This design comes from an exercise in tuning for small area, a short achievable clock period and few clock cycles on the open sky130 flow, not from production work.
At most, simulation tests tie the RTL to the original design; equivalence was not proved.
The RTL of run 1 was laid out without a check of its function.

## flow/design.v

```verilog
module RISC_SPM (clk, rst, mem_rdata, mem_addr, mem_wdata, mem_we, halted);
  input        clk, rst;
  input  [7:0] mem_rdata;
  output [7:0] mem_addr, mem_wdata;
  output       mem_we;
  output       halted;
  reg [7:0] R0, R1, R2, R3;
  reg [7:0] PC, MA;
  reg [2:0] iop;          
  reg [3:0] srcv, dstv;   
  reg       sA, sB, sD;   
  reg       Z;
  reg       halted;
  wire i_add = (iop == 3'd1);
  wire i_sub = (iop == 3'd2);
  wire i_and = (iop == 3'd3);
  wire i_not = (iop == 3'd4);
  wire ex    = i_add | i_sub | i_and | i_not;
  wire [7:0] opA = {8{dstv[0]}} & R0 | {8{dstv[1]}} & R1 | {8{dstv[2]}} & R2 | {8{dstv[3]}} & R3;
  wire [7:0] opB = {8{srcv[0]}} & R0 | {8{srcv[1]}} & R1 | {8{srcv[2]}} & R2 | {8{srcv[3]}} & R3;
  wire [7:0] bx = opB ^ {8{i_sub}};
  wire [7:0] p0 = opA ^ bx;
  wire [7:0] g0 = opA & bx;
  wire [8:0] G0 = {g0, i_sub}, P0 = {p0, 1'b0};
  wire [8:0] G1, P1, G2, P2, G3;
  genvar k;
  generate
    for (k = 0; k < 9; k = k + 1) begin : ks
      if (k >= 1) begin : a1
        assign G1[k] = G0[k] | P0[k] & G0[k-1]; assign P1[k] = P0[k] & P0[k-1];
      end else begin : b1
        assign G1[k] = G0[k]; assign P1[k] = P0[k];
      end
      if (k >= 2) begin : a2
        assign G2[k] = G1[k] | P1[k] & G1[k-2]; assign P2[k] = P1[k] & P1[k-2];
      end else begin : b2
        assign G2[k] = G1[k]; assign P2[k] = P1[k];
      end
      if (k >= 4) begin : a3
        assign G3[k] = G2[k] | P2[k] & G2[k-4];
      end else begin : b3
        assign G3[k] = G2[k];
      end
    end
  endgenerate
  wire [7:0] sum = p0 ^ G3[7:0];
  reg [7:0] alu;
  always @* begin
    case (iop)
      3'd1, 3'd2: alu = sum;
      3'd3:       alu = opA & opB;
      default:    alu = ~opB;
    endcase
  end
  wire [7:0] axb  = opA ^ opB;
  wire [7:0] aob  = opA | opB;
  wire       zadd = ~|(axb ^ {aob[6:0], 1'b0});
  wire       zsub = ~|axb;
  wire       zand = ~|(opA & opB);
  wire       znot = &opB;
  reg        zt;
  always @* begin
    case (iop)
      3'd1:    zt = zadd;
      3'd2:    zt = zsub;
      3'd3:    zt = zand;
      default: zt = znot;
    endcase
  end
  wire fF = ~sA & ~sD & ~halted & (~sB | ~Z);
  wire bT = sB & Z;                                        
  wire [3:0] fo     = mem_rdata[7:4];
  wire       f_two  = ~fo[3] & fo[2] & (fo[1] | fo[0]);    
  wire       f_brz  = (fo == 4'd8);
  wire       f_halt = fo[3] & (|fo[2:0]);
  wire d_rd = sD & (iop == 3'd5);
  wire d_wr = sD & (iop == 3'd6);
  wire d_br = sD & ~iop[2] | sD & iop[1] & iop[0];       
  wire [6:0] hi1 = PC[7:1] + 7'd1;
  wire [7:0] PC1 = {PC[0] ? hi1 : PC[7:1], ~PC[0]};
  wire [7:0] PC2 = {hi1, PC[0]};
  wire [3:0] wa = {4{ex}} & dstv;
  wire [3:0] wr = {4{d_rd}} & dstv;
  always @(posedge clk or negedge rst)
    if (!rst) begin
      R0 <= 8'd0; R1 <= 8'd0; R2 <= 8'd0; R3 <= 8'd0;
    end else begin
      R0 <= wa[0] ? alu : wr[0] ? mem_rdata : R0;
      R1 <= wa[1] ? alu : wr[1] ? mem_rdata : R1;
      R2 <= wa[2] ? alu : wr[2] ? mem_rdata : R2;
      R3 <= wa[3] ? alu : wr[3] ? mem_rdata : R3;
    end
  always @(posedge clk or negedge rst)
    if (!rst) Z <= 1'b0;
    else if (ex) Z <= zt;
  always @(posedge clk)
    if (fF) begin
      srcv <= 4'b1 << mem_rdata[3:2];
      dstv <= 4'b1 << mem_rdata[1:0];
    end
  always @(posedge clk or negedge rst)
    if (!rst) begin
      PC <= 8'd0; MA <= 8'd0; iop <= 3'd0;
      sA <= 1'b0; sB <= 1'b0; sD <= 1'b0; halted <= 1'b0;
    end else if (fF) begin
      iop  <= fo[2:0] & {3{~fo[3]}};    
      halted <= f_halt;
      MA <= PC1;
      PC <= f_brz ? PC2 : PC1;
      sA <= f_two;
      sB <= f_brz;
    end else if (sA | bT) begin
      MA <= mem_rdata; sA <= 1'b0; sB <= 1'b0; sD <= 1'b1;
      if (sA) PC <= PC1;
    end else if (sD) begin
      sD <= 1'b0;
      if (d_br) begin MA <= mem_rdata; PC <= mem_rdata; end
      else MA <= PC;
    end
  assign mem_addr  = (sB & ~Z) ? PC : MA;
  assign mem_wdata = opB;
  assign mem_we    = d_wr;
endmodule
```

## flow/flow/run.sh

```bash
#!/bin/bash
# The standard layout (standard.sh) with two changes:
#  - the port buffers are buf_2 cells instead of the delay cell the resizer
#    picks by default (every port still gets its buffer);
#  - Yosys's abc step runs with flow/abc.script (or yosys's own default abc
#    script if the file says "default") instead of ORFS's script.
# Everything else, registers included, is ORFS's standard synthesis and flow.
set -euo pipefail
here=$(pwd)
export BUFFER_PORTS_ARGS="-buffer_cell sky130_fd_sc_hd__buf_2"
if [[ -f flow/abc.script ]]; then
  if grep -qx default flow/abc.script; then sc=default; else sc=$here/flow/abc.script; fi
  python3 - synth_recipe.tcl "$sc" <<'PY'
import sys
f, sc = sys.argv[1], sys.argv[2]
first, rest = open(f).read().split('\n', 1)
ov = """proc abc {args} {
  set i [lsearch -exact $args -script]
  if {$i >= 0} { set args [lreplace $args $i [expr {$i+1}]] }
  if {"%s" ne "default"} { set args [linsert $args 0 -script %s] }
  puts "abc override: $args"
  yosys abc {*}$args
}""" % (sc, sc)
open(f, 'w').write(first + '\n' + ov + '\n' + rest)
PY
fi
bash standard.sh finish > standard.log 2>&1
```

## flow/standard.sh

```bash
#!/bin/bash
# synth_recipe.tcl (not shown) runs the flow's synth.tcl, then flattens the netlist and writes it again
# the make line also repeats each setting of config.mk as NAME=value (left out here)
make -C /OpenROAD-flow-scripts/flow DESIGN_CONFIG=/design/flow/config.mk WORK_HOME=/design/flow/orfs CLKGATE_MAP_FILE= SYNTH_SCRIPT=/design/flow/synth_recipe.tcl "${@:-finish}"
```

## flow/config.mk

```make
export PLATFORM = sky130hd
export DESIGN_NAME = RISC_SPM
export DESIGN_NICKNAME = RISC_SPM
export VERILOG_FILES = /design/flow/design.v
export SDC_FILE = /design/flow/constraint.sdc
export NUM_CORES = 4
export LEC_CHECK = 0
export ABC_AREA = 1
export CAP_MARGIN = 20
export CORE_MARGIN = 2
export CORE_UTILIZATION = 75
export CTS_BUF_LIST = sky130_fd_sc_hd__clkbuf_4 sky130_fd_sc_hd__clkbuf_8
export SETUP_SLACK_MARGIN = 2.25
export SLEW_MARGIN = 20
```

## flow/constraint.sdc

```tcl
create_clock -name core_clock -period 5.0 [get_ports {clk}]
set_input_delay 1.0000 -clock core_clock [delete_from_list [all_inputs] [get_ports {clk}]]
set_output_delay 1.0000 -clock core_clock [all_outputs]
set_load 0.01 [all_outputs]
```

==> results.ini, run 1 <==
[floorplanning]
ios=28
core-area_mm2=0.00631
die-area_mm2=0.00715
die_w_um=84.6
die_y_um=84.6
start_util=0.771
num_rows=29

[timing]
grt_setup_unrepaired=true
fmax_mhz=372
period_minus_slack_ps=2690
worst_slack_ps=2310
setup_tns_ps=0
maxSlewViolCount=0
relSlewSlack=0.513
setup_viol=0
hold_viol_final=0
clock_skew_ps=5.29
period_share=0.537
tightest_slew_ps=731
holdWs_ps=488

[grt]
gr-usage-met3=0.106
grt-ovfl-total=0
grt_max_degree=57
grt_pass1_vias=4770
met1_usage=0.585
gr-usage-met2=0.616
grt_pass1_wl_um=23200
grt_usage=0.411
top_usage_layer=met2
antenna_found_initial=0

[logic_synthesis]
yosysMostFrequentCell=nand2_1
syn_inst=695
syn_area_per_cell_um2=7.00
netlist_area_mm2=0.00487
synth_top_cell_by_area=dfrtp_1
synthArstFlopShare=0.875
synth_area_leaders=dfrtp_1 29%, nand2_1 14%, inv_1 6.9%
ys_seq_elements=64
ys_seq_area_frac=0.337
synth_cell_types=47
synth-main-ff-cell=dfrtp_1
synth.net_count=728
ys_warn_count=1
netlist.area_leader.share=0.288
synth-edff-count=8
synth_common_cells=186 x nand2_1, 89 x inv_1, 76 x nor2_1, 56 x dfrtp_1, 55 x o21ai_0

[critical_path]
crit_top_cell=nand2_1
cp_max_fo=7
cp.arrival_ps=2910
path_cells=buf_4 -> nand2_1 -> nand2_1 -> nor2_1 -> inv_1 -> ha_1 -> nand2_1 -> inv_1 -> nand3_1 -> nand2_1 -> nand2_1 -> nand3_1 -> nand2_1 -> o21ai_0 -> o21ai_0
cp-start-kind=register
cp_slowest_cell=edfxtp_1
cp-end-kind=register
worst-setup-path-type=register to register
critPathRequiredTime_ps=5230
max_stage_delay_ps=540

[drt]
totalWireLength_um=14700
drc_errors=0
via_per_inst=6.47
dr_total_vias=5253
detailedRoute.firstIterationViolations=712
ant_nets=0
wl_per_cell_um=18.2
dr.pass1.iters=6

[worst_hold_path]
hold_path.class=register to register

[clock_network]
clock_path_buffers=2
clock_sinks=64
clk_pin_slew_ps=70
clk_latency_ps=360
cts_buffers=9
cts_root_buffer=clkbuf_8
tritoncts=done
hold_buffers=0
htree_num_levels=3

[finish]
insertedDiodeCount=0
fin_nets=763
final_cell_count_no_fill=812
drive_gt1_frac=0.131
area_delta_synth_final_pct=10.2
final_area_mm2=0.00536

[status]
status=no timing/DRC/antenna violations

[placement]
hpwl_um=10500
routabilityCongestion=0.988
portBuffers=27
dpl-instance-area_mm2=0.00501
pre_cts_slack_ps=1780
place_inst=785

[run]
cap_violations=0

==> layer usage <==
layer / wire [um] / up-vias
li1: - / 2373
met1: 5770 / 2342
met2: 6320 / 439
met3: 1990 / 99
met4: 663 / 0
met5: 0 / -
==> cells by family after synthesis <==
logic type / Yosys count / share of synthesized area
AND/OR/NAND/NOR: 332 / 0.291
AO/OA/AOI/OAI: 149 / 0.189
buffers and inverters: 111 / 0.0954
flip-flops: 64 / 0.337
adder cells (fa/ha/maj): 23 / 0.0591
XOR/XNOR: 16 / 0.0288
==> flip-flops by register name (all words and copies together), names as in the netlist, 3 cells and up <==
register and count:
dstv 4, MA 8, R2 8, R1 8
R0 8, PC 8, srcv 4, R3 8
iop 3
==> worst max-delay path, delay by kind of cell, from the launching register on <==
kind                     cells  cell delay (ps)
AND/OR/NAND/NOR              9              880
flip-flops                   1              540
AO/OA/AOI/OAI                2              400
buffers and inverters        3              370
adder cells (fa/ha/maj)      1              360
==> path summary, 6_finish.rpt <==
path                                       start           endpoint  slack [ps]  depth (start not counted)
max                        dstv[2]$_SDFFCE_PN0P_  R0[3]$_DFFE_PN0P_        2310                         15
min                            R1[4]$_DFFE_PN0P_  R1[4]$_DFFE_PN0P_         490                          2
max reg2reg                dstv[2]$_SDFFCE_PN0P_  R0[3]$_DFFE_PN0P_        2310                         15
min in group asynchronous                    rst  MA[3]$_DFFE_PN0P_         780                          2
max in group asynchronous                    rst  R3[6]$_DFFE_PN0P_        3740                          2
min reg2reg                    R1[4]$_DFFE_PN0P_  R1[4]$_DFFE_PN0P_         490                          2
==> placed cells by master (no fill, tap or decap), types with 5 or more instances in the layout <==
cell | Yosys | routed
nand2_1 | 186 | 185
inv_1 | 89 | 84
nor2_1 | 76 | 70
dfrtp_1 | 56 | 56
o21ai_0 | 55 | 51
nand3_1 | 38 | 36
buf_2 | 4 | 27
a21oi_1 | 24 | 23
ha_1 | 23 | 23
o211ai_1 | 20 | 20
xor2_1 | 15 | 15
o22ai_1 | 15 | 14
buf_4 | 5 | 12
clkbuf_8 | 0 | 11
o21ai_1 | 6 | 9
inv_2 | 5 | 8
edfxtp_1 | 8 | 8
nand3_2 | 4 | 6
nand4_1 | 6 | 6
nor2_2 | 2 | 5
nor3_1 | 5 | 5
==> through the flow <==
step | util
after global placement | 0.794
after floorplan | -
after CTS | 0.830
final | 0.849
after global routing | 0.849
after detailed placement | 0.794
==> cell type report <==
cell class / count / area, um^2
multi-input combinational: 520 / 2820
sequential: 64 / 1640
fill: 396 / 951
inverter: 96 / 374
timing repair buffer: 39 / 225
clock buffer: 13 / 166
tap: 77 / 96.3
clock inverter: 3 / 40.0
==> timing repair <==
item,CTS,global route
setup endpoints to repair,29,24
pin swaps,0,2
buffers inserted,0,11
gates resized for setup,7,18
==> inputs of run 2 (changes only) <==
--- a/flow/design.v
+++ b/flow/design.v
@@ -93,22 +93,22 @@
   always @(posedge clk or negedge rst)
     if (!rst) Z <= 1'b0;
     else if (ex) Z <= zt;
-  always @(posedge clk)
-    if (fF) begin
-      srcv <= 4'b1 << mem_rdata[3:2];
-      dstv <= 4'b1 << mem_rdata[1:0];
-    end
   always @(posedge clk or negedge rst)
     if (!rst) begin
-      PC <= 8'd0; MA <= 8'd0; iop <= 3'd0;
+      PC <= 8'd0; MA <= 8'd0; iop <= 3'd0; srcv <= 4'd0; dstv <= 4'd0;
       sA <= 1'b0; sB <= 1'b0; sD <= 1'b0; halted <= 1'b0;
     end else if (fF) begin
       iop  <= fo[2:0] & {3{~fo[3]}};    
-      halted <= f_halt;
-      MA <= PC1;
-      PC <= f_brz ? PC2 : PC1;
-      sA <= f_two;
-      sB <= f_brz;
+      srcv <= 4'b1 << mem_rdata[3:2];
+      dstv <= 4'b1 << mem_rdata[1:0];
+      sB   <= 1'b0;
+      if (f_halt) halted <= 1'b1;
+      else begin
+        MA <= PC1;
+        PC <= f_brz ? PC2 : PC1;
+        sA <= f_two;
+        sB <= f_brz;
+      end
     end else if (sA | bT) begin
       MA <= mem_rdata; sA <= 1'b0; sB <= 1'b0; sD <= 1'b1;
       if (sA) PC <= PC1;
--- a/flow/config.mk
+++ b/flow/config.mk
@@ -9,6 +9,8 @@
 export CAP_MARGIN = 20
 export CORE_MARGIN = 2
 export CORE_UTILIZATION = 75
-export CTS_BUF_LIST = sky130_fd_sc_hd__clkbuf_4 sky130_fd_sc_hd__clkbuf_8
-export SETUP_SLACK_MARGIN = 2.25
+export CTS_BUF_LIST = sky130_fd_sc_hd__clkbuf_8
+export CTS_CLUSTER_DIAMETER = 300
+export CTS_CLUSTER_SIZE = 32
+export SETUP_SLACK_MARGIN = 2.2
 export SLEW_MARGIN = 20
==> run 2 against run 1 <==
Compared with the run above:
- core utilization fell by 0.97 points
- final cell count shrank 0.49%
- count of clock-buffer cells in the layout unchanged
- worst setup slack worse by 14 ps
- global-route usage is 0.80 points higher
- first-iteration DRC count fell by 0.70%
- flip-flop and latch count unchanged
- non-clock buffer count is 8 lower
- register-to-register slack better by 30 ps
==> results.ini, run 2 <==
[timing]
maxSlewViolCount=0  ; unchanged
period_minus_slack_ps=2700  ; +13.5 ps
tightest_slew_ps=818  ; +86.7 ps
fmax_mhz=370  ; -0.50%
relSlewSlack=0.455  ; -0.0578
setup_tns_ps=0  ; unchanged
setup_viol=0  ; unchanged
grt_setup_unrepaired=true
period_share=0.540  ; +0.00270
clock_skew_ps=12.1  ; +6.81 ps
hold_viol_final=0  ; unchanged
worst_slack_ps=2300  ; -13.5 ps

[drt]
detailedRoute.firstIterationViolations=707  ; -0.70%
wl_per_cell_um=18.3  ; +0.91%
via_per_inst=6.61  ; +2.2%
totalWireLength_um=14800  ; +0.41%
dr_total_vias=5342  ; +1.7%
drc_errors=0  ; unchanged
ant_nets=0  ; unchanged
dr.pass1.iters=7  ; +1

[logic_synthesis]
synth-edff-count=0  ; -8
yosysMostFrequentCell=nand2_1
synthSimpleGateAreaFrac=0.289  ; -0.00176
synth_top_cell_by_area=dfrtp_1
synth_common_cells=183 x nand2_1, 87 x inv_1, 68 x nor2_1, 64 x dfrtp_1, 58 x o21ai_0
ys_warn_count=1  ; unchanged
synth_cell_types=45  ; -4.3%
synth.net_count=736  ; +1.1%
muxShareOfSynthArea=0.00206  ; +0.00206
ys_seq_elements=64  ; unchanged
netlist.area_leader.share=0.329  ; +0.0415
synth_area_leaders=dfrtp_1 33%, nand2_1 14%, inv_1 6.7%
ys_seq_area_frac=0.329  ; -0.00789
synth-main-ff-cell=dfrtp_1
synth-compound-area-share=0.192  ; +0.00328
syn_area_per_cell_um2=6.92  ; -1.2%
netlist_area_mm2=0.00486  ; -0.10%
synthAdderAreaFrac=0.0592  ; +0.0000608
synth_top_family_by_area=simple AND/OR/NAND/NOR gates
syn_inst=703  ; +1.2%
synthArstFlopShare=1.00  ; +0.125
synth-xor-area-share=0.0324  ; +0.00363

[placement]
routabilityCongestion=1.03  ; +3.9%
dpl-instance-area_mm2=0.00499  ; -0.40%
portBuffers=27  ; unchanged
pre_cts_slack_ps=2120  ; +336 ps
hpwl_um=10500  ; -0.19%

[grt]
grt_pass1_vias=4953  ; +3.8%
grt-ovfl-total=0  ; unchanged
grt_usage=0.419  ; +0.00798
grt_max_degree=65  ; +14%
grt_pass1_wl_um=23700  ; +2.5%
antenna_found_initial=0  ; unchanged

[critical_path]
cp-start-kind=register
cp.arrival_ps=1700  ; -1210 ps
worst-setup-path-type=register to output port
critPathRequiredTime_ps=4000  ; -1230 ps
cp-end-kind=output port
cp_max_fo=7  ; unchanged

[finish]
insertedDiodeCount=0  ; unchanged
fillCellCount=418  ; +5.6%
multiInputGateArea_mm2=0.00285  ; +0.98%
layout.cells.most_common=nand2_1
final_core_util=0.840  ; -0.00971
fin_nets=759  ; -0.52%
final_cell_mix=183 x nand2_1, 83 x inv_1, 61 x dfrtp_1, 61 x nor2_1, 58 x o21ai_0
area_delta_synth_final_pct=9.00
regArea_mm2=0.00161  ; -2.2%
drive_gt1_frac=0.127  ; -0.00339
final_area_mm2=0.00530  ; -1.1%

[clock_network]
clock_sinks=64  ; unchanged
cts_root_buffer=clkbuf_8
hold_buffers=0  ; unchanged
htree_num_levels=3  ; unchanged
clk_pin_slew_ps=70  ; about the same
clock_path_buffers=2  ; unchanged
tritoncts=done
cts_buffers=9  ; unchanged
clk_latency_ps=360  ; about the same

[floorplanning]
ios=28  ; unchanged
num_rows=29  ; unchanged
die_w_um=84.5  ; about the same
start_util=0.770  ; -0.000793
core-area_mm2=0.00631  ; unchanged
die-area_mm2=0.00714  ; -0.11%
die_y_um=84.5  ; about the same

[worst_hold_path]
hold_path.class=register to register

[run]
cap_violations=0  ; unchanged

[status]
status=no timing/DRC/antenna violations

## run 2: cell count changes after synthesis, sizes merged, moves of 3 or more
cell,change
dfrtp,+8
nor2,-6
clkbuf,+3
nand2,-3
o22ai,+7
edfxtp,-8
inv,-3
a22o,+3
nor4,+3
nand4,+6
nand3,-3
o21ai,+9
o211ai,-9
## run 2: path summary, 6_finish.rpt
| kind | end | from | slack, ps | cells after the start |
|---|---|---|---|---|
| min in group asynchronous | R3[0]$_DFFE_PN0P_ | rst | 820 | 2 |
| hold reg to reg | R1[6]$_DFFE_PN0P_ | R1[6]$_DFFE_PN0P_ | 490 | 2 |
| max in group asynchronous | srcv[2]$_DFFE_PN0P_ | rst | 3590 | 2 |
| setup reg to reg | R2[5]$_DFFE_PN0P_ | dstv[3]$_DFFE_PN0P_ | 2340 | 16 |
| hold / removal | R1[6]$_DFFE_PN0P_ | R1[6]$_DFFE_PN0P_ | 490 | 2 |
| setup / recovery | mem_wdata[6] | srcv[2]$_DFFE_PN0P_ | 2300 | 4 |
## run 2: kinds of logic (layout without fill, tap and decap cells)
family	count (synthesis)	after routing
adder cells (fa/ha/maj)	23	23
buffers and inverters	113	141
AND/OR/NAND/NOR	329	329
AO/OA/AOI/OAI	155	155
multiplexers	1	1
flip-flops	64	64
XOR/XNOR	18	18
## run 2: stage by stage
step                hold WS [ps]  std cells
floorplan                    449        703
finish                       486        808
global route                 496        808
CTS                          483        805
detailed placement           465        789
global placement             464        789
## run 2: area by class of cell
type	count	share of cell area
clock inverter	3	0.00873
clock buffer	13	0.0338
tap	77	0.0182
inverter	94	0.0684
timing repair buffer	31	0.0312
multi-input combinational	526	0.537
sequential	64	0.303
## run 2: what timing repair did
action                                  CTS  global route
pin swaps                                 0             2
setup buffers                             0             3
endpoints found under the setup margin   23            54
resized for setup                         6            15
## run 2: worst max-delay path: stages (launching register included)
cell,delay [ps]
dfrtp_2,490
a22o_1,240
nor2_1,340
inv_1,120
buf_2,160
## run 2: layer usage
layer,global-route usage,routed length (um),vias to the layer above,share of wire
li1,-,-,2378,-
met1,0.517,5360,2401,0.36
met2,0.691,6870,452,0.46
met3,0.0688,1610,111,0.11
met4,0.253,973,0,0.066
met5,0,0,-,0
Testbench counts of run 2, summed over its fixed seeds: cycles 39,150.
==> inputs of run 3 (changes only) <==
--- a/flow/config.mk
+++ b/flow/config.mk
@@ -9,8 +9,8 @@
 export CAP_MARGIN = 20
 export CORE_MARGIN = 2
 export CORE_UTILIZATION = 75
-export CTS_BUF_LIST = sky130_fd_sc_hd__clkbuf_8
+export CTS_BUF_LIST = sky130_fd_sc_hd__clkbuf_16
 export CTS_CLUSTER_DIAMETER = 300
-export CTS_CLUSTER_SIZE = 32
+export CTS_CLUSTER_SIZE = 64
 export SETUP_SLACK_MARGIN = 2.2
 export SLEW_MARGIN = 20
==> run 3 against run 2 <==
Compared with the run above:
- still clean on timing, DRC and antenna
- count of clock-buffer cells in the layout decreased by 4
- critical path depth increased by 12
- via count increased by 1.6%
- critical endpoint is now R1[5]$_DFFE_PN0P_
==> results.ini, run 3 <==
[status]
status=no timing/DRC/antenna violations

[clock_network]
clk_latency_ps=330  ; -30 ps
clock_path_buffers=2  ; unchanged
hold_buffers=0  ; unchanged
clk_pin_slew_ps=60  ; about the same
cts_buffers=9  ; unchanged
tritoncts=done
cts_root_buffer=clkbuf_16
htree_num_levels=3  ; unchanged
clock_sinks=64  ; unchanged

[finish]
insertedDiodeCount=0  ; unchanged
drive_gt1_frac=0.133  ; +0.00575
layout.cells.most_common=nand2_1
area_delta_synth_final_pct=11.2
fin_nets=765  ; +0.79%
fillCellCount=387  ; -7.4%
final_cell_mix=183 x nand2_1, 82 x inv_1, 60 x dfrtp_1, 60 x nor2_1, 57 x o21ai_0

[logic_synthesis]
ys_warn_count=1  ; unchanged
ys_seq_area_frac=0.329  ; unchanged
synth-edff-count=0  ; unchanged
syn_area_per_cell_um2=6.92  ; unchanged
netlist.area_leader.share=0.329  ; unchanged
synth_top_cell_by_area=dfrtp_1
synthArstFlopShare=1.00  ; unchanged
synth.net_count=736  ; unchanged
yosysMostFrequentCell=nand2_1
synth_common_cells=183 x nand2_1, 87 x inv_1, 68 x nor2_1, 64 x dfrtp_1, 58 x o21ai_0
synth-main-ff-cell=dfrtp_1
netlist_area_mm2=0.00486  ; unchanged
ys_seq_elements=64  ; unchanged
synth_area_leaders=dfrtp_1 33%, nand2_1 14%, inv_1 6.7%
synth_cell_types=45  ; unchanged
syn_inst=703  ; unchanged

[critical_path]
cp-end-kind=register
rr_worst_depth=16  ; unchanged
cp_max_fo=7  ; unchanged
cp.arrival_ps=2970  ; +1270 ps
worst-setup-path-type=register to register
critPathRequiredTime_ps=5220  ; +1220 ps
cp-start-kind=register

[grt]
antenna_found_initial=0  ; unchanged
grt_usage=0.434  ; +0.0144
grt_max_degree=65  ; unchanged
grt_pass1_vias=5154  ; +4.1%
grt_pass1_wl_um=24600  ; +3.6%
grt-ovfl-total=0  ; unchanged

[worst_hold_path]
hold_path.class=register to register
holdPathStages=2  ; unchanged

[floorplanning]
num_rows=29  ; unchanged
die_w_um=84.5  ; unchanged
die-area_mm2=0.00714  ; unchanged
die_y_um=84.5  ; unchanged
start_util=0.770  ; unchanged
ios=28  ; unchanged
core-area_mm2=0.00631  ; unchanged

[timing]
period_minus_slack_ps=2750  ; +50.5 ps
fmax_mhz=364  ; -1.8%
tightest_slew_ps=821  ; +3.22 ps
period_share=0.550  ; +0.0101
setup_tns_ps=0  ; unchanged
hold_viol_final=0  ; unchanged
clock_skew_ps=10.2  ; -1.93 ps
grt_setup_unrepaired=true
maxSlewViolCount=0  ; unchanged
setup_viol=0  ; unchanged
relSlewSlack=0.453  ; -0.00214
holdWs_ps=480  ; -6.74 ps

[drt]
detailedRoute.firstIterationViolations=833  ; +18%
wl_per_cell_um=19.0  ; +3.9%
totalWireLength_um=15500  ; +4.7%
dr.pass1.iters=7  ; unchanged
dr_total_vias=5429  ; +1.6%
drc_errors=0  ; unchanged
ant_nets=0  ; unchanged
via_per_inst=6.67  ; +0.88%

[placement]
portBuffers=27  ; unchanged
hpwl_um=10500  ; unchanged
routabilityCongestion=1.03  ; unchanged

[run]
cap_violations=0  ; unchanged

[run 3: layout make-up]
cell class                 instances  area, um^2  share of cell area
multi-input combinational        526        2850               0.527
tap                               77        96.3              0.0178
timing repair buffer              36         203              0.0375
clock inverter                     7        61.3              0.0113
clock buffer                       9         225              0.0416
sequential                        64        1610               0.297
timing repair inverter             1        5.00            0.000925
inverter                          94         362              0.0669
[run 3: timing repair]
action | 4_1_cts | 5_1_grt
hold endpoints to repair | 0 | 0
gates resized for setup | 4 | 22
endpoints found under the setup margin | 21 | 57
cloned | 0 | 1
pin swaps | 0 | 3
setup buffers | 0 | 8
[run 3: layer usage]
layer | up-vias | part of all wire | GRT usage
li1 | 2402 | - | -
met1 | 2431 | 0.35 | 0.516
met2 | 476 | 0.47 | 0.731
met3 | 120 | 0.11 | 0.0914
met4 | 0 | 0.066 | 0.241
met5 | - | 0 | 0
[run 3: cells by family (layout without fill, tap and decap cells)]
| group | count (synthesis) | count (layout) | share of synthesized area |
|---|---|---|---|
| and+or+nand+nor | 329 | 329 | 0.289 |
| AOI/OAI and AO/OA | 155 | 155 | 0.192 |
| buffers and inverters | 113 | 147 | 0.0960 |
| DFF | 64 | 64 | 0.329 |
| adders and majority gates | 23 | 23 | 0.0592 |
| xor gates and xnor gates | 18 | 18 | 0.0324 |
| muxes | 1 | 1 | 0.00206 |
[run 3: final timing paths]
path	startpoint	slack, ps	to
setup / recovery	srcv[1]$_DFFE_PN0P_	2250	R1[5]$_DFFE_PN0P_
max in group asynchronous	rst	3570	dstv[2]$_DFFE_PN0P_
hold reg to reg	R1[6]$_DFFE_PN0P_	480	R1[6]$_DFFE_PN0P_
hold / removal	R1[6]$_DFFE_PN0P_	480	R1[6]$_DFFE_PN0P_
min in group asynchronous	rst	840	R0[1]$_DFFE_PN0P_
setup reg to reg	srcv[1]$_DFFE_PN0P_	2250	R1[5]$_DFFE_PN0P_
[run 3: metrics by stage]
| stage | util | instance area [um^2] | cells | setup WS, ps |
|---|---|---|---|---|
| floorplan | - | 4860 | 703 | 2670 |
| global placement | 0.791 | 4990 | 789 | 2230 |
| detailed placement | 0.791 | 4990 | 789 | 2120 |
| CTS | 0.838 | 5290 | 805 | 2160 |
| global route | 0.857 | 5410 | 814 | 2090 |
| finish | 0.857 | 5410 | 814 | 2250 |
[run 3: critical path, stage by stage (launching register included)]
cell	delay (ps)
dfrtp_1	410
inv_2	180
o22ai_1	160
nor2_2	300
xor2_1	120
ha_1	370
nand2_1	60
inv_1	50
nand3_1	70
nand2_1	160
nand2_1	110
nand2_1	70
nand2_1	40
nand3_1	160
nand4_1	150
nand2_1	140
nand2_1	60
==> inputs of run 4 (changes only) <==
--- a/flow/flow/run.sh
+++ b/flow/flow/run.sh
@@ -8,6 +8,7 @@
 set -euo pipefail
 here=$(pwd)
 export BUFFER_PORTS_ARGS="-buffer_cell sky130_fd_sc_hd__buf_2"
+export CTS_ARGS="-sink_clustering_enable -repair_clock_nets -buf_list sky130_fd_sc_hd__clkbuf_16 -root_buf sky130_fd_sc_hd__clkbuf_16 -sink_clustering_size 64 -sink_clustering_max_diameter 300 -sink_buffer_max_cap_derate 1.0"
 if [[ -f flow/abc.script ]]; then
   if grep -qx default flow/abc.script; then sc=default; else sc=$here/flow/abc.script; fi
   python3 - synth_recipe.tcl "$sc" <<'PY'
--- a/flow/config.mk
+++ b/flow/config.mk
@@ -9,8 +9,5 @@
 export CAP_MARGIN = 20
 export CORE_MARGIN = 2
 export CORE_UTILIZATION = 75
-export CTS_BUF_LIST = sky130_fd_sc_hd__clkbuf_16
-export CTS_CLUSTER_DIAMETER = 300
-export CTS_CLUSTER_SIZE = 64
 export SETUP_SLACK_MARGIN = 2.2
 export SLEW_MARGIN = 20
==> run 4 against run 3 <==
Compared with the run above:
- final cell count is the same
- first-iteration DRC count is the same
- final area is the same
- core utilization is the same
- critical path type unchanged
- largest cell class unchanged
==> results.ini, run 4 <==
[clock_network]
clk_latency_ps=330  ; about the same
htree_num_levels=3  ; unchanged
cts_root_buffer=clkbuf_16
tritoncts=done
cts_buffers=9  ; unchanged
clock_path_buffers=2  ; unchanged
clock_sinks=64  ; unchanged
clk_pin_slew_ps=60  ; about the same

[drt]
drc_errors=0  ; unchanged
wl_per_cell_um=19.0  ; unchanged
via_per_inst=6.67  ; unchanged
dr_total_vias=5429  ; unchanged
detailedRoute.firstIterationViolations=833  ; unchanged
ant_nets=0  ; unchanged
dr.pass1.iters=7  ; unchanged
totalWireLength_um=15500  ; unchanged

[logic_synthesis]
ys_warn_count=1  ; unchanged
synthSimpleGateAreaFrac=0.289  ; unchanged
syn_inst=703  ; unchanged
synth-main-ff-cell=dfrtp_1
synth_area_leaders=dfrtp_1 33%, nand2_1 14%, inv_1 6.7%
muxShareOfSynthArea=0.00206  ; unchanged
synth_top_cell_by_area=dfrtp_1
synthArstFlopShare=1.00  ; unchanged
synth_top_family_by_area=simple AND/OR/NAND/NOR gates
synth_cell_types=45  ; unchanged
synth_common_cells=183 x nand2_1, 87 x inv_1, 68 x nor2_1, 64 x dfrtp_1, 58 x o21ai_0
yosysMostFrequentCell=nand2_1
synth-edff-count=0  ; unchanged
ys_seq_area_frac=0.329  ; unchanged
synth.net_count=736  ; unchanged
synth-xor-area-share=0.0324  ; unchanged
synth-compound-area-share=0.192  ; unchanged
netlist.area_leader.share=0.329  ; unchanged
syn_area_per_cell_um2=6.92  ; unchanged
netlist_area_mm2=0.00486  ; unchanged
synthAdderAreaFrac=0.0592  ; unchanged
ys_seq_elements=64  ; unchanged

[floorplanning]
die_w_um=84.5  ; unchanged
num_rows=29  ; unchanged
core-area_mm2=0.00631  ; unchanged
die_y_um=84.5  ; unchanged
die-area_mm2=0.00714  ; unchanged
ios=28  ; unchanged
start_util=0.770  ; unchanged

[timing]
setup_viol=0  ; unchanged
tightest_slew_ps=821  ; unchanged
period_minus_slack_ps=2750  ; unchanged
relSlewSlack=0.453  ; unchanged
fmax_mhz=364  ; unchanged
period_share=0.550  ; unchanged
maxSlewViolCount=0  ; unchanged
setup_tns_ps=0  ; unchanged
hold_viol_final=0  ; unchanged
clock_skew_ps=10.2  ; unchanged
grt_setup_unrepaired=true

[grt]
grt_max_degree=65  ; unchanged
top_usage_layer=met2
gr-usage-met3=0.0914  ; unchanged
gr-usage-met2=0.731  ; unchanged
met1_usage=0.516  ; unchanged
grt_pass1_wl_um=24600  ; unchanged
grt_pass1_vias=5154  ; unchanged
antenna_found_initial=0  ; unchanged
grt_usage=0.434  ; unchanged
grt-ovfl-total=0  ; unchanged

[placement]
portBuffers=27  ; unchanged
hpwl_um=10500  ; unchanged
routabilityCongestion=1.03  ; unchanged

[finish]
area_delta_synth_final_pct=11.2  ; unchanged
fin_nets=765  ; unchanged
multiInputGateArea_mm2=0.00285  ; unchanged
fillCellCount=387  ; unchanged
insertedDiodeCount=0  ; unchanged
final_cell_mix=183 x nand2_1, 82 x inv_1, 60 x dfrtp_1, 60 x nor2_1, 57 x o21ai_0
regArea_mm2=0.00161  ; unchanged
drive_gt1_frac=0.133  ; unchanged
final_core_util=0.857  ; unchanged
layout.cells.most_common=nand2_1

[critical_path]
path_cells=inv_2 -> o22ai_1 -> nor2_2 -> xor2_1 -> ha_1 -> nand2_1 -> inv_1 -> nand3_1 -> nand2_1 -> nand2_1 -> nand2_1 -> nand2_1 -> nand3_1 -> nand4_1 -> nand2_1 -> nand2_1
cpLargestDelayFamily=simple AND/OR/NAND/NOR gates
crit_top_cell=nand2_1
r2r-end=R1[5]$_DFFE_PN0P_
cp.depth=16  ; unchanged
r2r_slack_ps=2250  ; about the same
worst-setup-path-type=register to register
crit_end=R1[5]$_DFFE_PN0P_
cp.arrival_ps=2970  ; about the same
cp-startpoint=srcv[1]$_DFFE_PN0P_
cp_slowest_cell=dfrtp_1
cp_num_buf_inv=2  ; unchanged
max_stage_delay_ps=410  ; about the same
cp-start-kind=register
rr_worst_depth=16  ; unchanged
cp-end-kind=register
cp_max_fo=7  ; unchanged
regToRegStartpoint=srcv[1]$_DFFE_PN0P_
critPathRequiredTime_ps=5220  ; about the same

[run]
cap_violations=0  ; unchanged

[worst_hold_path]
hold_path.class=register to register

[status]
status=no timing/DRC/antenna violations

## run 4: per-stage QoR
stage                     area [um^2]  hold slack [ps]  instances  setup slack (ps)
after CTS                        5290              480        805              2160
after global placement           4990              464        789              2230
after floorplan                  4860              449        703              2670
after detailed placement         4990              465        789              2120
final                            5410              480        814              2250
after global routing             5410              492        814              2090
## run 4: how the worst min path moves through the flow
stage / startpoint / to / slack, ps / cells after the start
after global placement: R1[5]$_DFFE_PN0P_ / R1[5]$_DFFE_PN0P_ / 460 / 2
after floorplan: R0[6]$_DFFE_PN0P_ / R0[6]$_DFFE_PN0P_ / 450 / 2
after detailed placement: R1[6]$_DFFE_PN0P_ / R1[6]$_DFFE_PN0P_ / 470 / 2
after CTS: R1[6]$_DFFE_PN0P_ / R1[6]$_DFFE_PN0P_ / 480 / 2
after global routing: R1[6]$_DFFE_PN0P_ / R1[6]$_DFFE_PN0P_ / 490 / 2
final: R1[6]$_DFFE_PN0P_ / R1[6]$_DFFE_PN0P_ / 480 / 2
## run 4: repair_timing
item,CTS,global route
gates cloned,0,1
pin swaps,0,3
gates resized for setup,4,22
hold buffers,0,0
buffers inserted,0,8
endpoints found under the setup margin,21,57
## run 4: tightest hold or removal path, cell delays in order, from the launching register on
cell     delay (ps)
dfrtp_1         340
nand2_1          50
nand2_1          50
## run 4: logic make-up after synthesis
kind of cell / after synthesis
DFF: 64
adders and majority gates: 23
and+or+nand+nor: 329
muxes: 1
buffers and inverters: 113
AOI/OAI and AO/OA: 155
xor gates and xnor gates: 18
## run 4: final cells by class
cell class                 count  area share
multi-input combinational    526       0.527
clock buffer                   9      0.0416
sequential                    64       0.297
clock inverter                 7      0.0113
inverter                      94      0.0669
tap                           77      0.0178
timing repair buffer          36      0.0375
timing repair inverter         1    0.000925
## run 4: routing by layer
metal | routed length [um] | share of wire
met1 | 5430 | 0.35
met2 | 7330 | 0.47
met3 | 1720 | 0.11
met4 | 1020 | 0.066
met5 | 0 | 0
==> inputs of run 5 (changes only) <==
--- a/flow/flow/run.sh
+++ b/flow/flow/run.sh
@@ -8,7 +8,7 @@
 set -euo pipefail
 here=$(pwd)
 export BUFFER_PORTS_ARGS="-buffer_cell sky130_fd_sc_hd__buf_2"
-export CTS_ARGS="-sink_clustering_enable -repair_clock_nets -buf_list sky130_fd_sc_hd__clkbuf_16 -root_buf sky130_fd_sc_hd__clkbuf_16 -sink_clustering_size 64 -sink_clustering_max_diameter 300 -sink_buffer_max_cap_derate 1.0"
+export CTS_ARGS="-sink_clustering_enable -repair_clock_nets -buf_list sky130_fd_sc_hd__clkbuf_8 -root_buf sky130_fd_sc_hd__clkbuf_8 -sink_clustering_size 32 -sink_clustering_max_diameter 300 -sink_buffer_max_cap_derate 1.0"
 if [[ -f flow/abc.script ]]; then
   if grep -qx default flow/abc.script; then sc=default; else sc=$here/flow/abc.script; fi
   python3 - synth_recipe.tcl "$sc" <<'PY'
==> run 5 against run 4 <==
Compared with the run above:
- largest cell class unchanged
- still clean on timing, DRC and antenna
- highest routed layer unchanged
- critical path type is now register to output port
- maximum frequency up 1.9%
- non-clock buffer count fell by 5
- area after synthesis did not move
==> results.ini, run 5 <==
[timing]
maxSlewViolCount=0  ; unchanged
period_share=0.540  ; -0.0101
worst_slack_ps=2300  ; +50.5 ps
relSlewSlack=0.455  ; +0.00214
period_minus_slack_ps=2700  ; -50.5 ps
fmax_mhz=370  ; +1.9%
tightest_slew_ps=818  ; -3.22 ps
holdWs_ps=486  ; +6.74 ps
hold_viol_final=0  ; unchanged
grt_setup_unrepaired=true
setup_viol=0  ; unchanged
clock_skew_ps=12.1  ; +1.93 ps
setup_tns_ps=0  ; unchanged

[clock_network]
cts_root_buffer=clkbuf_8
cts_buffers=9  ; unchanged
clock_path_buffers=2  ; unchanged
clk_latency_ps=360  ; +30 ps
tritoncts=done
htree_num_levels=3  ; unchanged
clk_pin_slew_ps=70  ; about the same
clock_sinks=64  ; unchanged

[worst_hold_path]
hold_path.class=register to register

[status]
status=no timing/DRC/antenna violations

[finish]
final_cell_mix=183 x nand2_1, 83 x inv_1, 61 x dfrtp_1, 61 x nor2_1, 58 x o21ai_0
final_core_util=0.840  ; -0.0168
fin_nets=759  ; -0.78%
layout.cells.most_common=nand2_1
area_delta_synth_final_pct=9.00
insertedDiodeCount=0  ; unchanged
drive_gt1_frac=0.127  ; -0.00575

[drt]
dr_total_vias=5342  ; -1.6%
ant_nets=0  ; unchanged
detailedRoute.firstIterationViolations=707  ; -15%
totalWireLength_um=14800  ; -4.5%
via_per_inst=6.61  ; -0.87%
wl_per_cell_um=18.3  ; -3.8%
dr.pass1.iters=7  ; unchanged
drc_errors=0  ; unchanged

[critical_path]
cp_slowest_cell=dfrtp_2
cpLargestDelayFamily=flip-flops
path_cells=a22o_1 -> nor2_1 -> inv_1 -> buf_2
worst-setup-path-type=register to output port
cp-start-kind=register
cp-end-kind=output port
cp.arrival_ps=1700  ; -1270 ps
cp_max_fo=7  ; unchanged
critPathRequiredTime_ps=4000  ; -1220 ps
cp_num_buf_inv=2  ; unchanged
max_stage_delay_ps=490  ; +80 ps

[run]
cap_violations=0  ; unchanged

[logic_synthesis]
synth.net_count=736  ; unchanged
synth_top_cell_by_area=dfrtp_1
ys_warn_count=1  ; unchanged
synthArstFlopShare=1.00  ; unchanged
yosysMostFrequentCell=nand2_1
synth_common_cells=183 x nand2_1, 87 x inv_1, 68 x nor2_1, 64 x dfrtp_1, 58 x o21ai_0
synth-main-ff-cell=dfrtp_1
synth_cell_types=45  ; unchanged
netlist.area_leader.share=0.329  ; unchanged
syn_area_per_cell_um2=6.92  ; unchanged
ys_seq_elements=64  ; unchanged
netlist_area_mm2=0.00486  ; unchanged
synth-edff-count=0  ; unchanged
ys_seq_area_frac=0.329  ; unchanged
syn_inst=703  ; unchanged
synth_area_leaders=dfrtp_1 33%, nand2_1 14%, inv_1 6.7%

[floorplanning]
ios=28  ; unchanged
die_w_um=84.5  ; unchanged
die_y_um=84.5  ; unchanged
die-area_mm2=0.00714  ; unchanged
core-area_mm2=0.00631  ; unchanged
start_util=0.770  ; unchanged
num_rows=29  ; unchanged

[placement]
portBuffers=27  ; unchanged
hpwl_um=10500  ; unchanged
pre_cts_slack_ps=2120  ; unchanged
routabilityCongestion=1.03  ; unchanged

[grt]
grt-ovfl-total=0  ; unchanged
grt_max_degree=65  ; unchanged
antenna_found_initial=0  ; unchanged
grt_pass1_wl_um=23700  ; -3.5%
grt_usage=0.419  ; -0.0144
grt_pass1_vias=4953  ; -3.9%

run 5: logic make-up after synthesis:
family,Yosys count,synth area share
adders and majority gates,23,0.0592
xor gates and xnor gates,18,0.0324
DFF,64,0.329
buffers and inverters,113,0.0960
AOI/OAI and AO/OA,155,0.192
and+or+nand+nor,329,0.289
muxes,1,0.00206
run 5: worst min-delay path: stages, from the launching register on:
cell     delay, ps
dfrtp_1        350
nand2_1         50
nand2_1         50
run 5: worst paths after layout:
kind / startpoint / to / slack (ps) / depth (start not counted)
max in group asynchronous: rst / srcv[2]$_DFFE_PN0P_ / 3590 / 2
min in group asynchronous: rst / R3[0]$_DFFE_PN0P_ / 820 / 2
worst max-delay path: srcv[2]$_DFFE_PN0P_ / mem_wdata[6] / 2300 / 4
worst max register to register: dstv[3]$_DFFE_PN0P_ / R2[5]$_DFFE_PN0P_ / 2340 / 16
worst min register to register: R1[6]$_DFFE_PN0P_ / R1[6]$_DFFE_PN0P_ / 490 / 2
worst min-delay path: R1[6]$_DFFE_PN0P_ / R1[6]$_DFFE_PN0P_ / 490 / 2
run 5: layout make-up:
| class | instances | area, um^2 |
|---|---|---|
| multi-input cells | 526 | 2850 |
| well taps | 77 | 96.3 |
| inverters | 94 | 363 |
| fillers | 418 | 1010 |
| flip-flops and latches | 64 | 1610 |
| clock inverters | 3 | 46.3 |
| clock buffers | 13 | 179 |
| repair buffers | 31 | 165 |
run 5: per-stage QoR:
stage / std cells / cell area [um^2]
2_1_floorplan: 703 / 4860
3_3_place_gp: 789 / 4990
3_5_place_dp: 789 / 4990
4_1_cts: 805 / 5230
5_1_grt: 808 / 5300
6_report: 808 / 5300
run 5: what timing repair did:
item	in CTS	in global routing
setup buffers	0	3
gates resized for setup	6	15
setup endpoints to repair	23	54
pin swaps	0	2
hold buffers	0	0
run 5: layer usage:
metal / share of wire / wire length, um / global-route usage / vias up
met1: 0.36 / 5360 / 0.517 / 2401
met5: 0 / 0 / 0 / -
met4: 0.066 / 973 / 0.253 / 0
met3: 0.11 / 1610 / 0.0688 / 111
li1: - / - / - / 2378
met2: 0.46 / 6870 / 0.691 / 452
==> inputs of run 6 (changes only) <==
--- a/flow/design.v
+++ b/flow/design.v
@@ -81,14 +81,15 @@
   wire [7:0] PC2 = {hi1, PC[0]};
   wire [3:0] wa = {4{ex}} & dstv;
   wire [3:0] wr = {4{d_rd}} & dstv;
+  wire [7:0] wdat = sD ? mem_rdata : alu;
   always @(posedge clk or negedge rst)
     if (!rst) begin
       R0 <= 8'd0; R1 <= 8'd0; R2 <= 8'd0; R3 <= 8'd0;
     end else begin
-      R0 <= wa[0] ? alu : wr[0] ? mem_rdata : R0;
-      R1 <= wa[1] ? alu : wr[1] ? mem_rdata : R1;
-      R2 <= wa[2] ? alu : wr[2] ? mem_rdata : R2;
-      R3 <= wa[3] ? alu : wr[3] ? mem_rdata : R3;
+      if (wa[0] | wr[0]) R0 <= wdat;
+      if (wa[1] | wr[1]) R1 <= wdat;
+      if (wa[2] | wr[2]) R2 <= wdat;
+      if (wa[3] | wr[3]) R3 <= wdat;
     end
   always @(posedge clk or negedge rst)
     if (!rst) Z <= 1'b0;
--- a/flow/flow/run.sh
+++ b/flow/flow/run.sh
@@ -8,7 +8,6 @@
 set -euo pipefail
 here=$(pwd)
 export BUFFER_PORTS_ARGS="-buffer_cell sky130_fd_sc_hd__buf_2"
-export CTS_ARGS="-sink_clustering_enable -repair_clock_nets -buf_list sky130_fd_sc_hd__clkbuf_8 -root_buf sky130_fd_sc_hd__clkbuf_8 -sink_clustering_size 32 -sink_clustering_max_diameter 300 -sink_buffer_max_cap_derate 1.0"
 if [[ -f flow/abc.script ]]; then
   if grep -qx default flow/abc.script; then sc=default; else sc=$here/flow/abc.script; fi
   python3 - synth_recipe.tcl "$sc" <<'PY'
==> run 6 against run 5 <==
Compared with the run above:
- critical path type is now register to register
- still clean on timing, DRC and antenna
- non-clock buffer count up 7
- count of clock-buffer cells in the layout is 4 lower
- register-to-register slack got worse by 100 ps
==> results.ini, run 6 <==
[status]
status=no timing/DRC/antenna violations

[critical_path]
critPathRequiredTime_ps=5200  ; +1200 ps
cp.arrival_ps=2960  ; +1260 ps
cp-start-kind=register
cp_max_fo=7  ; unchanged
cp-end-kind=register
worst-setup-path-type=register to register

[clock_network]
tritoncts=done
cts_buffers=9  ; unchanged
clk_pin_slew_ps=80  ; about the same
clock_sinks=64  ; unchanged
htree_num_levels=3  ; unchanged
clock_path_buffers=2  ; unchanged
clk_latency_ps=350  ; about the same
cts_root_buffer=clkbuf_8

[floorplanning]
start_util=0.787  ; +0.0171
ios=28  ; unchanged
die-area_mm2=0.00694  ; -2.9%
die_w_um=83.3  ; -1.4%
die_y_um=83.3  ; -1.4%
num_rows=28  ; -3.4%
core-area_mm2=0.00599  ; -5.1%

[timing]
relSlewSlack=0.576  ; +0.121
clock_skew_ps=8.39  ; -3.71 ps
period_share=0.552  ; +0.0125
fmax_mhz=362  ; -2.3%
tightest_slew_ps=633  ; -184 ps
period_minus_slack_ps=2760  ; +62.7 ps
hold_viol_final=0  ; unchanged
grt_setup_unrepaired=true
setup_tns_ps=0  ; unchanged
maxSlewViolCount=0  ; unchanged
setup_viol=0  ; unchanged
holdWs_ps=495  ; +8.74 ps
worst_slack_ps=2240  ; -62.7 ps

[finish]
fillCellCount=350  ; -16%
fin_nets=747  ; -1.6%
final_cell_mix=206 x nand2_1, 79 x inv_1, 64 x dfrtp_1, 56 x o21ai_0, 48 x nand3_1
layout.cells.most_common=nand2_1
area_delta_synth_final_pct=9.26
insertedDiodeCount=0  ; unchanged
drive_gt1_frac=0.129  ; +0.00212

[run]
cap_violations=0  ; unchanged

[grt]
grt_usage=0.433  ; +0.0140
grt-ovfl-total=0  ; unchanged
grt_pass1_vias=4938  ; -0.30%
grt_pass1_wl_um=24000  ; +1.2%
antenna_found_initial=0  ; unchanged
grt_max_degree=41  ; -37%

[logic_synthesis]
synth_common_cells=206 x nand2_1, 84 x inv_1, 64 x dfrtp_1, 56 x o21ai_0, 48 x nand3_1
synth_cell_types=40  ; -11%
netlist.area_leader.share=0.340  ; +0.0102
synthArstFlopShare=1.00  ; unchanged
ys_seq_area_frac=0.340  ; +0.0102
synth-main-ff-cell=dfrtp_1
netlist_area_mm2=0.00472  ; -3.0%
syn_inst=682  ; -3.0%
synth_area_leaders=dfrtp_1 34%, nand2_1 16%, inv_1 6.7%
synth-edff-count=0  ; unchanged
ys_warn_count=1  ; unchanged
synth_top_cell_by_area=dfrtp_1
synth.net_count=715  ; -2.9%
yosysMostFrequentCell=nand2_1
ys_seq_elements=64  ; unchanged
syn_area_per_cell_um2=6.92  ; about the same

[drt]
wl_per_cell_um=19.0  ; +3.6%
drc_errors=0  ; unchanged
via_per_inst=6.64  ; +0.37%
dr.pass1.iters=7  ; unchanged
dr_total_vias=5269  ; -1.4%
ant_nets=0  ; unchanged
detailedRoute.firstIterationViolations=818  ; +16%
totalWireLength_um=15100  ; +1.8%

[placement]
hpwl_um=10600  ; +0.85%
routabilityCongestion=1.04  ; +1.2%
pre_cts_slack_ps=2260  ; +138 ps
portBuffers=27  ; unchanged

[worst_hold_path]
hold_path.class=register to register

-- run 6: changes by cell type after synthesis, sizes merged, moves of 5 or more --
cell   change
xnor2      +5
o22ai      -6
nand2     +25
o21ai      -9
nand3      +9
a21oi      +8
nor2      -32
nand4     -10
-- run 6: cell type report --
cell class / instances / area, um^2 / area share
clock inverters: 7 / 48.8 / 0.00947
inverters: 90 / 342 / 0.0663
clock buffers: 9 / 124 / 0.0240
well taps: 75 / 93.8 / 0.0182
multi-input cells: 511 / 2730 / 0.529
repair buffers: 38 / 218 / 0.0422
flip-flops and latches: 64 / 1600 / 0.311
-- run 6: worst paths after layout --
kind	depth (start not counted)	slack (ps)	start	end
worst min-delay path	2	490	MA[5]$_DFFE_PN0P_	MA[5]$_DFFE_PN0P_
worst max register to register	12	2240	srcv[0]$_DFFE_PN0P_	R1[2]$_DFFE_PN0P_
min in group asynchronous	1	640	rst	R1[6]$_DFFE_PN0P_
worst min register to register	2	490	MA[5]$_DFFE_PN0P_	MA[5]$_DFFE_PN0P_
max in group asynchronous	2	3410	rst	sB$_DFFE_PN0P_
worst max-delay path	12	2240	srcv[0]$_DFFE_PN0P_	R1[2]$_DFFE_PN0P_
-- run 6: cell families (layout without fill, tap and decap cells) --
| logic type | after synthesis | count (layout) | synth area share |
|---|---|---|---|
| AO/OA/AOI/OAI | 143 | 143 | 0.181 |
| XOR/XNOR | 20 | 20 | 0.0371 |
| adder cells (fa/ha/maj) | 23 | 23 | 0.0610 |
| buffers and inverters | 107 | 144 | 0.0894 |
| flip-flops | 64 | 64 | 0.340 |
| AND/OR/NAND/NOR | 325 | 325 | 0.292 |
-- run 6: per-layer routing --
metal  part of all wire  track usage  wire length [um]
met5                  0            0                 0
met4              0.060        0.185               898
met3               0.15        0.142              2190
met2               0.43        0.641              6500
met1               0.36        0.585              5490
-- run 6: through the flow --
| stage | instances | area, um^2 | util |
|---|---|---|---|
| 2_1_floorplan | 682 | 4720 | - |
| 3_3_place_gp | 772 | 4900 | 0.818 |
| 3_5_place_dp | 772 | 4900 | 0.818 |
| 4_1_cts | 788 | 5070 | 0.847 |
| 5_1_grt | 794 | 5150 | 0.860 |
| 6_report | 794 | 5150 | 0.860 |
-- run 6: worst max-delay path, stage by stage, from the launching register on --
cell and delay [ps]:
dfrtp_1 420, inv_1 210, o22ai_1 120, nor2_2 220
xor2_1 210, ha_1 320, a21oi_1 190, o21ai_1 120
or2_0 220, nand3_1 90, o2111ai_2 190, nand3_1 160
o21ai_0 140
-- run 6: timing repair --
item / in CTS / in global routing
gates resized for setup: 0 / 15
setup endpoints to repair: 0 / 34
setup buffers: 0 / 6
hold buffers: 0 / 0
Testbench counts of run 6, summed over its fixed seeds: cycles 39,150.
==> inputs of run 7 (changes only) <==
--- a/flow/flow/run.sh
+++ b/flow/flow/run.sh
@@ -8,6 +8,7 @@
 set -euo pipefail
 here=$(pwd)
 export BUFFER_PORTS_ARGS="-buffer_cell sky130_fd_sc_hd__buf_2"
+export ADDER_MAP_FILE=
 if [[ -f flow/abc.script ]]; then
   if grep -qx default flow/abc.script; then sc=default; else sc=$here/flow/abc.script; fi
   python3 - synth_recipe.tcl "$sc" <<'PY'
==> run 7 against run 6 <==
Compared with the run above:
- still clean on timing, DRC and antenna
- area after synthesis shrank 0.24%
- non-clock buffer count shrank 10
- worst hold slack gained 3.9 ps
- via count grew 0.27%
- core utilization shrank 2.0 points
- wire length shrank 6.9%
- final cell count grew 4.7%
- critical path depth shrank 8
- critical path type is now register to output port
- critical endpoint is now mem_addr[1]
- largest cell class unchanged
==> results.ini, run 7 <==
[status]
status=no timing/DRC/antenna violations

[critical_path]
worst-setup-path-type=register to output port
max_stage_delay_ps=440  ; +20 ps
crit_end=mem_addr[1]
cp-start-kind=register
cp_slowest_cell=nand2_1
cpLargestDelayFamily=simple AND/OR/NAND/NOR gates
r2r-end=PC[6]$_DFFE_PN0P_
rr_worst_depth=13  ; +1
cp-startpoint=sB$_DFFE_PN0P_
path_cells=nand2_1 -> nand2_1 -> o21ai_0 -> buf_2
cp.depth=4  ; -8
crit_top_cell=nand2_1
cp_max_fo=16  ; +9
cp.arrival_ps=1650  ; -1310 ps
r2r_slack_ps=2370  ; +130 ps
cp-end-kind=output port
critPathRequiredTime_ps=4000  ; -1200 ps
regToRegStartpoint=sB$_DFFE_PN0P_
cp_num_buf_inv=1  ; unchanged

[drt]
ant_nets=0  ; unchanged
detailedRoute.firstIterationViolations=746  ; -8.8%
wl_per_cell_um=16.9  ; -11%
dr_total_vias=5283  ; +0.27%
drc_errors=0  ; unchanged
totalWireLength_um=14000  ; -6.9%
via_per_inst=6.36  ; -4.2%
dr.pass1.iters=6  ; -1

[timing]
fmax_mhz=378  ; +4.3%
period_share=0.529  ; -0.0229
hold_viol_final=0  ; unchanged
setup_viol=0  ; unchanged
period_minus_slack_ps=2650  ; -115 ps
tightest_slew_ps=822  ; +189 ps
setup_tns_ps=0  ; unchanged
grt_setup_unrepaired=false
holdWs_ps=499  ; +3.93 ps
relSlewSlack=0.448  ; -0.128
maxSlewViolCount=0  ; unchanged
clock_skew_ps=15.0  ; +6.58 ps

[logic_synthesis]
synthArstFlopShare=1.00  ; unchanged
netlist.area_leader.share=0.340  ; +0.000812
synth_top_cell_by_area=dfrtp_1
yosysMostFrequentCell=nand2_1
synth_area_leaders=dfrtp_1 34%, nand2_1 22%, o21ai_0 5.7%
ys_seq_elements=64  ; unchanged
ys_seq_area_frac=0.340  ; +0.000812
synth-main-ff-cell=dfrtp_1
synth.net_count=742  ; +3.8%
synth_common_cells=281 x nand2_1, 71 x inv_1, 64 x dfrtp_1, 54 x o21ai_0, 48 x nand3_1
syn_inst=732  ; +7.3%
ys_warn_count=1  ; unchanged
synth-edff-count=0  ; unchanged
netlist_area_mm2=0.00471  ; -0.24%
syn_area_per_cell_um2=6.43  ; -7.1%
synth_cell_types=39  ; -2.5%

[clock_network]
cts_root_buffer=clkbuf_8
htree_num_levels=3  ; unchanged
clk_pin_slew_ps=80  ; about the same
tritoncts=done
clock_sinks=64  ; unchanged
clk_latency_ps=350  ; about the same
clock_path_buffers=2  ; unchanged
cts_buffers=9  ; unchanged
post_cts_buffers=0  ; unchanged

[floorplanning]
num_rows=28  ; unchanged
core-area_mm2=0.00599  ; unchanged
die-area_mm2=0.00692  ; -0.23%
die_w_um=83.2  ; -0.11%
start_util=0.786  ; -0.00188
ios=28  ; unchanged
die_y_um=83.2  ; -0.11%

[grt]
antenna_found_initial=0  ; unchanged
grt_pass1_vias=4645  ; -5.9%
grt-ovfl-total=0  ; unchanged
grt_pass1_wl_um=22600  ; -5.9%
grt_usage=0.407  ; -0.0263
grt_max_degree=44  ; +7.3%

[finish]
multiInputGateArea_mm2=0.00267  ; -2.0%
regArea_mm2=0.00160  ; about the same
area_delta_synth_final_pct=6.99
fin_nets=761  ; +1.9%
layout.cells.most_common=nand2_1
final_cell_count_no_fill=831  ; +4.7%
final_cell_mix=280 x nand2_1, 71 x inv_1, 63 x dfrtp_1, 54 x o21ai_0, 48 x nand3_1
fillCellCount=392  ; +12%
insertedDiodeCount=0  ; unchanged
drive_gt1_frac=0.140  ; +0.0109

[run]
cap_violations=0  ; unchanged

[placement]
hpwl_um=10200  ; -3.1%
place_inst=815  ; +5.6%
routabilityCongestion=1.10  ; +6.2%
portBuffers=27  ; unchanged

[worst_hold_path]
hold_path.class=register to register

==> run 7: final cells by class <==
class / count / area share
multi-input combinational: 563 / 0.531
sequential: 64 / 0.318
inverter: 85 / 0.0649
timing repair buffer: 28 / 0.0283
clock buffer: 11 / 0.0281
tap: 75 / 0.0186
clock inverter: 5 / 0.0112
==> run 7: worst min path at each step <==
stage / from / to / slack, ps / cells after the start
after global placement: R1[7]$_DFFE_PN0P_ / R1[7]$_DFFE_PN0P_ / 460 / 2
after global routing: R2[5]$_DFFE_PN0P_ / R2[5]$_DFFE_PN0P_ / 530 / 2
after detailed placement: R0[7]$_DFFE_PN0P_ / R0[7]$_DFFE_PN0P_ / 480 / 2
after CTS: R0[7]$_DFFE_PN0P_ / R0[7]$_DFFE_PN0P_ / 490 / 2
after floorplan: R0[6]$_DFFE_PN0P_ / R0[6]$_DFFE_PN0P_ / 450 / 2
final: R0[6]$_DFFE_PN0P_ / R0[6]$_DFFE_PN0P_ / 500 / 2
==> run 7: worst reg2reg max path, stage by stage, from the launching register on <==
cell and delay (ps):
dfrtp_1 400, nand2_1 130, nand2_2 210, inv_4 220, nand2_4 160, inv_6 250, nand2_2 120, nand2_2 180
inv_2 130, o21ai_2 250, inv_2 160, o21ai_0 140, a311oi_1 70, a21oi_1 130
==> run 7: kinds of logic (layout without fill, tap and decap cells) <==
logic type / after synthesis / after routing / share of synthesized area
AOI/OAI and AO/OA: 131 / 131 / 0.167
DFF: 64 / 64 / 0.340
and+or+nand+nor: 429 / 429 / 0.395
buffers and inverters: 105 / 129 / 0.0925
xor gates and xnor gates: 3 / 3 / 0.00558
==> run 7: what timing repair did <==
item / 4_1_cts / 5_1_grt
gates resized for setup: 1 / 4
pin swaps: 0 / 0
hold buffers: 0 / 0
endpoints found under the setup margin: 7 / 9
==> run 7: stage by stage <==
stage	area, um^2	util	setup slack (ps)
floorplan	4710	-	2790
global placement	4830	0.806	2280
detailed placement	4830	0.806	2080
CTS	5030	0.839	2220
global route	5030	0.840	2270
finish	5030	0.840	2350
==> run 7: metal layers <==
metal | up-vias | track usage | wire (um)
met4 | 0 | 0.112 | 416
met1 | 2373 | 0.599 | 5470
met5 | - | 0 | 0
li1 | 2425 | - | -
met3 | 63 | 0.108 | 1970
met2 | 422 | 0.596 | 6180

separate check: timing with driven ports:
Ports are ideal in the flow. The routed layouts listed here were re-timed in OpenROAD. Step 1 sets driving cells, clkbuf_16 on the clock port and buf_2 on the other inputs (assumed; they add their load-dependent delay and slew). Step 2 times the ports against the registers' clock, not the clock port: input delays grow and output delays shrink by t, the midpoint of the rising clock arrivals with the driver on. Slacks: ideal ports / drivers / drivers and shift; pairs: ideal ports / drivers.
| run | t (ns) | setup WS [ns] | slew at the worst register clock pin (ns) | worst slew at a driven data input, ns |
|---|---|---|---|---|
| run 1 | 0.389 | 2.314 / 2.297 / 2.314 | 0.07 / 0.07 | 0.04 |
| run 2 | 0.387 | 2.301 / 2.270 / 2.302 | 0.08 / 0.08 | 0.03 |
| run 3 | 0.366 | 2.250 / 2.250 / 2.250 | 0.06 / 0.06 | 0.03 |
| run 4 | 0.366 | 2.250 / 2.250 / 2.250 | 0.06 / 0.06 | 0.03 |
| run 5 | 0.387 | 2.301 / 2.270 / 2.302 | 0.08 / 0.08 | 0.03 |
| run 6 | 0.378 | 2.238 / 2.232 / 2.238 | 0.08 / 0.08 | 0.03 |
| run 7 | 0.378 | 2.353 / 2.323 / 2.199 | 0.08 / 0.08 | 0.04 |
After both steps setup and hold are still met in every run listed. The setup slack of run 7, which loses most, moves by -0.030 ns with the drivers and by -0.154 ns with both steps.
